What follows belongs to an exercise in optimizing a design on an open flow for small area and a short achievable clock period; a production flow would make more cautious choices. Function was checked by simulation only, so behaviour that the tests miss may differ from the original. Power figures rest on the tool's default switching activity, not on a simulated workload.

## run R
==> module smp8, before the edit <==
module smp8 (input clk, reset,
output reg [3:0] pc,
input [7:0] instr,
output reg [7:0] AC);
wire [3:0] op = instr[7:4];
wire [3:0] a  = instr[3:0];
reg [7:0] R;
reg       Z;
reg [7:0] RAM [15:0];
wire [15:0] opd = 16'h1 << op;
wire [3:0] lo = 4'h1 << a[1:0];
wire [3:0] hi = 4'h1 << a[3:2];
wire [3:0] hi_ld = hi & {4{opd[1]}};
wire [3:0] hi_st = hi & {4{opd[2]}};
genvar w;
generate for (w = 0; w < 16; w = w + 1) begin : mem_w
  always @(posedge clk)
    if (hi_st[w/4] & lo[w%4]) RAM[w] <= AC;
end endgenerate
wire [7:0] memld = RAM[a] & {8{opd[1]}};
function [7:0] addp(input [7:0] x, input [7:0] z, input cin);
  reg [7:0] g, p, G, P;
  reg [8:0] c;
  integer i;
  begin
    g = x & z; p = x ^ z;
    G = g; P = p;
    G[0] = g[0] | (p[0] & cin);
    G[1] = G[1] | (P[1] & G[0]);  P[1] = P[1] & P[0];
    G[3] = G[3] | (P[3] & G[2]);  P[3] = P[3] & P[2];
    G[5] = G[5] | (P[5] & G[4]);  P[5] = P[5] & P[4];
    G[2] = G[2] | (P[2] & G[1]);
    G[3] = G[3] | (P[3] & G[1]);
    G[6] = G[6] | (P[6] & G[5]);  P[6] = P[6] & P[5];
    G[7] = G[7] | (P[7] & G[5]);  P[7] = P[7] & P[5];
    G[4] = G[4] | (P[4] & G[3]);
    G[5] = G[5] | (P[5] & G[3]);
    G[6] = G[6] | (P[6] & G[3]);
    c = {G[6:0], cin};
    addp = p ^ c[7:0];
  end
endfunction
wire [7:0] sum = addp(AC, R, 1'b0);
wire [7:0] dif = addp(AC, ~R, 1'b1);
wire [7:0] inc = AC + 8'd1;
wire [7:0] acnext = memld
  | (R   & {8{opd[4]}})
  | (sum & {8{opd[8]}})
  | (dif & {8{opd[9]}})
  | (inc & {8{opd[10]}})
  | ((AC & R) & {8{opd[12]}})
  | ((AC | R) & {8{opd[13]}})
  | ((AC ^ R) & {8{opd[14]}})
  | (~AC & {8{opd[15]}})
  | (AC  & {8{opd[0] | opd[2] | opd[3] | opd[5] | opd[6] | opd[7]}});
wire [7:0] p = AC ^ R;
wire [7:0] g = AC | R;
wire z_and = ~|(AC & R);
wire z_ac0 = ~|AC;
wire z_acff = &AC;
wire z_eq  = ~|p;
wire z_or  = ~|g;
wire z_sum = ~p[0] & &(p[7:1] ~^ g[6:0]);    
wire znext = (z_ac0 & opd[3])
  | (z_sum & (opd[4] | opd[5] | opd[6] | opd[7] | opd[8]))
  | (z_eq & (opd[9] | opd[14]))
  | (z_acff & (opd[10] | opd[15]))
  | opd[11]
  | (z_or & opd[13])
  | (z_and & (opd[0] | opd[1] | opd[2] | opd[12]));
wire jump = opd[5] | (opd[6] & Z) | (opd[7] & ~Z);
always @(posedge clk, posedge reset)
  if (reset) begin
    pc <= 4'h0;
    AC <= 8'h00;
    R  <= 8'h00;
    Z  <= 1'b0;
  end else begin
    pc <= jump ? a : pc + 4'h1;
    AC <= acnext;
    if (opd[3]) R <= AC;
    Z  <= znext;
  end
endmodule
clock: 3.7 ns
lec_check: 0
abc_area: 1
cap_margin: 20
core_margin: 2
core_utilization: 40
cts_buf_list: sky130_fd_sc_hd__clkbuf_8
setup_slack_margin: 1.75
slew_margin: 20
standard.sh (not shown) runs the stock make flow with config.mk's settings and CLKGATE_MAP_FILE= SYNTH_SCRIPT=/design/flow/synth_recipe.tcl, a recipe that flattens the netlist after the stock synthesis.
==> flow/flow/run.sh <==
#!/bin/bash
# Standard ORFS layout with two changes:
#  - Yosys's full-adder extraction is off, so ABC maps the adders itself;
#  - the port buffers that buffer_ports inserts are plain buf_2 cells
#    instead of the delay cells it otherwise picks.
export ADDER_MAP_FILE=
export BUFFER_PORTS_ARGS="-buffer_cell sky130_fd_sc_hd__buf_2"
bash standard.sh > standard.log 2>&1
Input-level comparison between run E and run R:
-- flow/design.v --
<<< run R, line 18
    if (hi_st[w/4] & lo[w%4]) RAM[w] <= AC;
end endgenerate
wire [7:0] memld = RAM[a] & {8{opd[1]}};
function [7:0] addp(input [7:0] x, input [7:0] z, input cin);
  reg [7:0] g, p, G, P;
>>> run E, line 18
    if (hi_st[w/4] & lo[w%4]) RAM[w] <= AC;
end endgenerate
reg [7:0] memld;
integer k;
always @(*) begin
  memld = 8'h00;
  for (k = 0; k < 16; k = k + 1)
    memld = memld | (RAM[k] & {8{hi_ld[k/4] & lo[k%4]}});
end
function [7:0] addp(input [7:0] x, input [7:0] z, input cin);
  reg [7:0] g, p, G, P;
<<< run R, line 41
  end
endfunction
wire [7:0] sum = addp(AC, R, 1'b0);
wire [7:0] dif = addp(AC, ~R, 1'b1);
wire [7:0] inc = AC + 8'd1;
wire [7:0] acnext = memld
  | (R   & {8{opd[4]}})
  | (sum & {8{opd[8]}})
  | (dif & {8{opd[9]}})
  | (inc & {8{opd[10]}})
  | ((AC & R) & {8{opd[12]}})
  | ((AC | R) & {8{opd[13]}})
>>> run E, line 47
  end
endfunction
wire sub = opd[9];
wire inc = opd[10];
wire [7:0] sum = addp(AC, (R ^ {8{sub}}) & {8{~inc}}, sub | inc);
wire [7:0] acnext = memld
  | (R   & {8{opd[4]}})
  | (sum & {8{opd[8] | opd[9] | opd[10]}})
  | ((AC & R) & {8{opd[12]}})
  | ((AC | R) & {8{opd[13]}})
==> comparison <==
Timing, DRC, antenna: 0 failures across run R and run E
In run E the standard-cell row count turned out 1 lower than in run R.
Diff run E..run R | starting utilization of the core area | negligible
For the worst hold slack, run E came in 270 ps higher than run R did.
Sort run R and run E by minimum clock period asc -> top: run R
Synthesis-to-finish area growth: run R and run E compared, higher one is run E

* * *

RTL: one of the versions met above, not the one the previous note started from.
Size in the first run: roughly 650 cells after synthesis, ~22 I/O pins, ~6800 sq um of cells after synthesis.
==> module smp8, before the edit <==
module smp8 (input clk, reset,
output reg [3:0] pc,
input [7:0] instr,
output reg [7:0] AC);
wire [3:0] op = instr[7:4];
wire [3:0] a  = instr[3:0];
reg [7:0] R;
reg       Z;
reg [7:0] RAM [15:0];
wire [15:0] opd = 16'h1 << op;
wire [3:0] lo = 4'h1 << a[1:0];
wire [3:0] hi = 4'h1 << a[3:2];
wire [3:0] hi_ld = hi & {4{opd[1]}};
wire [3:0] hi_st = hi & {4{opd[2]}};
genvar w;
generate for (w = 0; w < 16; w = w + 1) begin : mem_w
  always @(posedge clk)
    if (hi_st[w/4] & lo[w%4]) RAM[w] <= AC;
end endgenerate
reg [7:0] memld;
integer k;
always @(*) begin
  memld = 8'h00;
  for (k = 0; k < 16; k = k + 1)
    memld = memld | (RAM[k] & {8{hi_ld[k/4] & lo[k%4]}});
end
function [7:0] addp(input [7:0] x, input [7:0] z, input cin);
  reg [7:0] g, p, G, P;
  reg [8:0] c;
  integer i;
  begin
    g = x & z; p = x ^ z;
    G = g; P = p;
    G[0] = g[0] | (p[0] & cin);
    G[1] = G[1] | (P[1] & G[0]);  P[1] = P[1] & P[0];
    G[3] = G[3] | (P[3] & G[2]);  P[3] = P[3] & P[2];
    G[5] = G[5] | (P[5] & G[4]);  P[5] = P[5] & P[4];
    G[2] = G[2] | (P[2] & G[1]);
    G[3] = G[3] | (P[3] & G[1]);
    G[6] = G[6] | (P[6] & G[5]);  P[6] = P[6] & P[5];
    G[7] = G[7] | (P[7] & G[5]);  P[7] = P[7] & P[5];
    G[4] = G[4] | (P[4] & G[3]);
    G[5] = G[5] | (P[5] & G[3]);
    G[6] = G[6] | (P[6] & G[3]);
    c = {G[6:0], cin};
    addp = p ^ c[7:0];
  end
endfunction
wire sub = opd[9];
wire inc = opd[10];
wire [7:0] sum = addp(AC, (R ^ {8{sub}}) & {8{~inc}}, sub | inc);
wire [7:0] acnext = memld
  | (R   & {8{opd[4]}})
  | (sum & {8{opd[8] | opd[9] | opd[10]}})
  | ((AC & R) & {8{opd[12]}})
  | ((AC | R) & {8{opd[13]}})
  | ((AC ^ R) & {8{opd[14]}})
  | (~AC & {8{opd[15]}})
  | (AC  & {8{opd[0] | opd[2] | opd[3] | opd[5] | opd[6] | opd[7]}});
wire [7:0] p = AC ^ R;
wire [7:0] g = AC | R;
wire z_and = ~|(AC & R);
wire z_ac0 = ~|AC;
wire z_acff = &AC;
wire z_eq  = ~|p;
wire z_or  = ~|g;
wire z_sum = ~p[0] & &(p[7:1] ~^ g[6:0]);    
wire znext = (z_ac0 & opd[3])
  | (z_sum & (opd[4] | opd[5] | opd[6] | opd[7] | opd[8]))
  | (z_eq & (opd[9] | opd[14]))
  | (z_acff & (opd[10] | opd[15]))
  | opd[11]
  | (z_or & opd[13])
  | (z_and & (opd[0] | opd[1] | opd[2] | opd[12]));
wire jump = opd[5] | (opd[6] & Z) | (opd[7] & ~Z);
always @(posedge clk, posedge reset)
  if (reset) begin
    pc <= 4'h0;
    AC <= 8'h00;
    R  <= 8'h00;
    Z  <= 1'b0;
  end else begin
    pc <= jump ? a : pc + 4'h1;
    AC <= acnext;
    if (opd[3]) R <= AC;
    Z  <= znext;
  end
endmodule
export LEC_CHECK = 0
export ABC_AREA = 1
export CAP_MARGIN = 20
export CORE_MARGIN = 2
export CORE_UTILIZATION = 40
export CTS_BUF_LIST = sky130_fd_sc_hd__clkbuf_8
export SETUP_SLACK_MARGIN = 1.75
export SLEW_MARGIN = 20
create_clock -name core_clock -period 3.7 [get_ports {clk}]
==> flow/flow/run.sh <==
#!/bin/bash
# Standard ORFS layout with two changes:
#  - Yosys's full-adder extraction is off, so ABC maps the adders itself;
#  - the port buffers that buffer_ports inserts are plain buf_4 cells
#    instead of the delay cells it otherwise picks.
export ADDER_MAP_FILE=
export BUFFER_PORTS_ARGS="-buffer_cell sky130_fd_sc_hd__buf_4"
bash standard.sh > standard.log 2>&1
Edit:
--- a/flow/design.v
+++ b/flow/design.v
@@ -16,15 +16,9 @@
 generate for (w = 0; w < 16; w = w + 1) begin : mem_w
   always @(posedge clk)
     if (hi_st[w/4] & lo[w%4]) RAM[w] <= AC;
 end endgenerate
-reg [7:0] memld;
-integer k;
-always @(*) begin
-  memld = 8'h00;
-  for (k = 0; k < 16; k = k + 1)
-    memld = memld | (RAM[k] & {8{hi_ld[k/4] & lo[k%4]}});
-end
+wire [7:0] memld = RAM[a] & {8{opd[1]}};
 function [7:0] addp(input [7:0] x, input [7:0] z, input cin);
   reg [7:0] g, p, G, P;
   reg [8:0] c;
   integer i;
@@ -45,14 +39,16 @@
     c = {G[6:0], cin};
     addp = p ^ c[7:0];
   end
 endfunction
-wire sub = opd[9];
-wire inc = opd[10];
-wire [7:0] sum = addp(AC, (R ^ {8{sub}}) & {8{~inc}}, sub | inc);
+wire [7:0] sum = addp(AC, R, 1'b0);
+wire [7:0] dif = addp(AC, ~R, 1'b1);
+wire [7:0] inc = AC + 8'd1;
 wire [7:0] acnext = memld
   | (R   & {8{opd[4]}})
-  | (sum & {8{opd[8] | opd[9] | opd[10]}})
+  | (sum & {8{opd[8]}})
+  | (dif & {8{opd[9]}})
+  | (inc & {8{opd[10]}})
   | ((AC & R) & {8{opd[12]}})
   | ((AC | R) & {8{opd[13]}})
   | ((AC ^ R) & {8{opd[14]}})
   | (~AC & {8{opd[15]}})
The changed run completed with no timing, DRC or antenna violations.
Die area goes up by a few percent.
Clock power goes up by roughly a tenth.
Hold slack degrades by 0.15 ns.
Wire length goes down by a few percent.
First-iteration DRC count goes down by a quarter to a third.
Cell area goes down slightly.

[separate check: timing with driven ports]
Ports are ideal in the flow. The routed layouts listed here were re-timed in OpenROAD. Step 1 assumes that a clkbuf_16 drives the clock port and a buf_2 every other input. Step 2, shift: input delay + t, output delay - t, t = (earliest + latest rising clock arrival at the registers) / 2. This alone moves slack from input paths to output paths. a / b / c = ideal ports / drivers / drivers and shift; a / b = the first two.
run	t, ns	setup WS [ns]	worst setup path after step 2	slew at the worst register clock pin (ns)
run R	0.492	1.782 / 1.744 / 1.355	input to register	0.09 / 0.09
run E	0.498	1.763 / 1.727 / 1.247	input to register	0.09 / 0.09
the first run of note 2	0.488	1.760 / 1.745 / 1.270	input to register	0.09 / 0.09
the second run of note 2	0.476	1.728 / 1.740 / 1.265	input to register	0.09 / 0.09
After both steps setup and hold are still met in every run listed. The setup slack of run E, which loses most, moves by -0.036 ns with the drivers and by -0.516 ns with both steps.
